From an optimization exercise on the open Yosys and OpenROAD flow, aimed at small area and a short achievable clock period; shortcuts taken in it are not production practice.
Where RTL was checked, it was by simulation tests only, not by an equivalence proof against the original.
Power and IR drop assume default switching activity.

==> module arbiter, before the edit <==
module arbiter
  #(
    parameter NUM_REQ = 64
  ) (
    input clk,
    input rst,
    input [NUM_REQ-1:0] req,
    output reg [NUM_REQ-1:0] grant
  );
  localparam W  = $clog2(NUM_REQ);
  localparam BW = 3;                
  localparam B  = 1 << BW;          
  localparam NB = NUM_REQ / B;      
  localparam LNB = W - BW;
  reg [W-1:0] last;
  wire [W-BW-1:0] wh = last[W-1:BW];
  wire [BW-1:0]   wl = last[BW-1:0];
  reg [NB-1:0] h;           
  reg [B-1:0]  l;           
  reg [B-1:0]  le;          
  reg [NB-1:0] mt;          
  reg [NUM_REQ:0] x;        
  reg [NB-1:0] g, gm;       
  reg [NB-1:0] sg [0:LNB];  
  reg [NB-1:0] sm [0:LNB];  
  reg [NB-1:0] cb;          
  reg cw, mall;
  reg [NB-1:0] bg;
  reg [B-1:0] lg;
  reg any;
  reg [W-1:0] nxt;
  integer i, b, k, s;
  always @(*) begin
    for (b = 0; b < NB; b = b + 1) begin
      h[b]  = (wh == b);
      mt[b] = (b >= wh);
    end
    for (k = 0; k < B; k = k + 1) begin
      l[k]  = (wl == k);
      le[k] = (k <= wl);
    end
    for (b = 0; b < NB; b = b + 1) begin
      x[b*B] = 1'b0;
      for (k = 0; k < B; k = k + 1)
        x[b*B+k+1] = (x[b*B+k] | req[b*B+k]) & ~(h[b] & l[k]);
      g[b] = x[b*B+B];
      gm[b] = g[b] & mt[b];
    end
    sg[0] = g;
    sm[0] = gm;
    for (s = 0; s < LNB; s = s + 1) begin
      sg[s+1] = sg[s];
      sm[s+1] = sm[s];
      for (b = 0; b < NB; b = b + 1)
        if (b & (1 << s)) begin
          sg[s+1][b] = sg[s][b] | sg[s][(b >> s << s) - 1];
          sm[s+1][b] = sm[s][b] | sm[s][(b >> s << s) - 1];
        end
    end
    cw = sg[LNB][NB-1];
    mall = sm[LNB][NB-1];
    cb[0] = mall;
    for (b = 1; b < NB; b = b + 1)
      cb[b] = mt[b] ? sm[LNB][b-1] : (mall | sg[LNB][b-1]);
    for (b = 0; b < NB; b = b + 1)
      for (k = 0; k < B; k = k + 1)
        grant[b*B+k] = req[b*B+k] & ~x[b*B+k] & ~(h[b] ? (cw & le[k]) : cb[b]);
    for (b = 0; b < NB; b = b + 1)
      bg[b] = g[b] & ~(cb[b] & ~h[b]);
    for (k = 0; k < B; k = k + 1) begin
      lg[k] = 1'b0;
      for (b = 0; b < NB; b = b + 1)
        lg[k] = lg[k] | grant[b*B+k];
    end
    any = |lg;
    nxt = last;
    if (|bg) begin
      nxt[W-1:BW] = '0;
      for (b = 0; b < NB; b = b + 1)
        if (bg[b]) nxt[W-1:BW] = nxt[W-1:BW] | b[W-BW-1:0];
    end
    if (any) begin
      nxt[BW-1:0] = '0;
      for (k = 0; k < B; k = k + 1)
        if (lg[k]) nxt[BW-1:0] = nxt[BW-1:0] | k[BW-1:0];
    end
  end
  always @(posedge clk) begin
    if (rst) last <= '0;
    else last <= nxt;
  end
endmodule
==> flow/config.mk <==
export PLATFORM = sky130hd
export DESIGN_NAME = arbiter
export DESIGN_NICKNAME = arbiter
export VERILOG_FILES = /design/flow/design.v
export SDC_FILE = /design/flow/constraint.sdc
export NUM_CORES = 4
export LEC_CHECK = 0
export CAP_MARGIN = 20
export CORE_MARGIN = 2
export CORE_UTILIZATION = 40
export SLEW_MARGIN = 20
==> flow/constraint.sdc <==
create_clock -name core_clock -period 50.0 [get_ports {clk}]
set_input_delay 10.0000 -clock core_clock [delete_from_list [all_inputs] [get_ports {clk}]]
set_output_delay 10.0000 -clock core_clock [all_outputs]
set_load 0.01 [all_outputs]
standard.sh (not shown) runs the stock make flow with config.mk's settings and CLKGATE_MAP_FILE= SYNTH_SCRIPT=/design/flow/synth_recipe.tcl, a recipe that flattens the netlist after the stock synthesis.
==> flow/flow/run.sh <==
#!/bin/bash
# Own layout flow: the standard ORFS flow, with two changes:
#  - synthesis maps the logic with an area-oriented ABC script (flow/area.abc)
#    instead of ORFS's speed/area scripts; everything else in synthesis is the
#    standard script (synth_recipe.tcl), so registers keep their names and cells;
#  - port buffers use the smallest buffer, sky130_fd_sc_hd__buf_1.
# Each step's output goes to a log file in the work folder.
set -euo pipefail
here=$(pwd)
flowdir=$here/flow
# synthesis script: synth_recipe.tcl with the abc call pointed at our script
{
  echo "proc abc {args} {"
  echo "  set i [lsearch -exact \$args -script]"
  echo "  if {\$i >= 0} { set args [lreplace \$args \$i [expr {\$i+1}] -script $flowdir/area.abc] }"
  echo "  set i [lsearch -exact \$args -D]"
  echo "  if {\$i >= 0} { set args [lreplace \$args \$i [expr {\$i+1}]] }"
  echo "  yosys abc {*}\$args"
  echo "}"
  cat "$here/synth_recipe.tcl"
} > "$here/own_synth.tcl"
sed "s#SYNTH_SCRIPT=[^ ]*#SYNTH_SCRIPT=$here/own_synth.tcl#" "$here/standard.sh" > "$here/own_standard.sh"
export BUFFER_PORTS_ARGS="-buffer_cell sky130_fd_sc_hd__buf_1"
bash "$here/own_standard.sh" synth > "$here/synth.log" 2>&1
bash "$here/own_standard.sh" floorplan > "$here/floorplan.log" 2>&1
bash "$here/own_standard.sh" place > "$here/place.log" 2>&1
bash "$here/own_standard.sh" cts > "$here/cts.log" 2>&1
bash "$here/own_standard.sh" route > "$here/route.log" 2>&1
bash "$here/own_standard.sh" finish > "$here/finish.log" 2>&1
==> flow/flow/area.abc <==
strash
&get -n
&st
&dch -f
&nf -R 1000
&put
The first run went through all stages and came out clean.
Edit:
--- a/flow/design.v
+++ b/flow/design.v
@@ -64,29 +64,23 @@
       cb[b] = mt[b] ? sm[LNB][b-1] : (mall | sg[LNB][b-1]);
     for (b = 0; b < NB; b = b + 1)
       for (k = 0; k < B; k = k + 1)
         grant[b*B+k] = req[b*B+k] & ~x[b*B+k] & ~(h[b] ? (cw & le[k]) : cb[b]);
     for (b = 0; b < NB; b = b + 1)
-      bg[b] = g[b] & ~(cb[b] & ~h[b]);
+      bg[b] = |grant[b*B +: B];
     for (k = 0; k < B; k = k + 1) begin
       lg[k] = 1'b0;
       for (b = 0; b < NB; b = b + 1)
         lg[k] = lg[k] | grant[b*B+k];
     end
-    any = |lg;
-    nxt = last;
-    if (|bg) begin
-      nxt[W-1:BW] = '0;
-      for (b = 0; b < NB; b = b + 1)
-        if (bg[b]) nxt[W-1:BW] = nxt[W-1:BW] | b[W-BW-1:0];
-    end
-    if (any) begin
-      nxt[BW-1:0] = '0;
-      for (k = 0; k < B; k = k + 1)
-        if (lg[k]) nxt[BW-1:0] = nxt[BW-1:0] | k[BW-1:0];
-    end
+    any = |req;
+    nxt = '0;
+    for (b = 0; b < NB; b = b + 1)
+      if (bg[b]) nxt[W-1:BW] = nxt[W-1:BW] | b[W-BW-1:0];
+    for (k = 0; k < B; k = k + 1)
+      if (lg[k]) nxt[BW-1:0] = nxt[BW-1:0] | k[BW-1:0];
   end
   always @(posedge clk) begin
     if (rst) last <= '0;
-    else last <= nxt;
+    else if (any) last <= nxt;
   end
 endmodule
Effect: Setup slack improves by 0.12 ns. Worst hold slack degrades by 0.016 ns. Wire length rises by about 16%. Area after synthesis rises by 9.4%. Global-route usage rises by 2.9 points. Maximum frequency rises by about 0.5%. Design area rises by about 7%. Cell count rises by about 4.3%. Non-clock buffer count falls by 1. Sequential power falls by 11%. Combinational power rises by about 4%. Clock power rises by 9.2%. First-iteration DRC count rises by 21%. Total power rises by about 2%.
Function not checked in the second run of this note: the RTL went through the layout flow alone.

-- port drivers added, routing unchanged --
Ports are ideal in the flow. The routed layouts listed here were re-timed in OpenROAD. Step 1, drivers: a clkbuf_16 drives clk and a buf_2 each remaining input, both assumed. Step 2, shift: input delay + t, output delay - t, t = (earliest + latest rising clock arrival at the registers) / 2. This alone moves slack from input paths to output paths. Three values: ideal, step 1, step 2; two values: the first two.
run | t, ns | setup slack, ns | worst setup path after step 2 | slew at the worst register clock pin (ns)
the first run | 0.234 | 25.429 / 25.405 / 25.405 | input to output | 0.03 / 0.03
the second run | 0.251 | 25.545 / 25.524 / 25.524 | input to output | 0.04 / 0.04
After both steps every run listed still meets setup and hold. The setup slack of the first run, which loses most, moves by -0.024 ns with the drivers and by -0.024 ns with both steps.
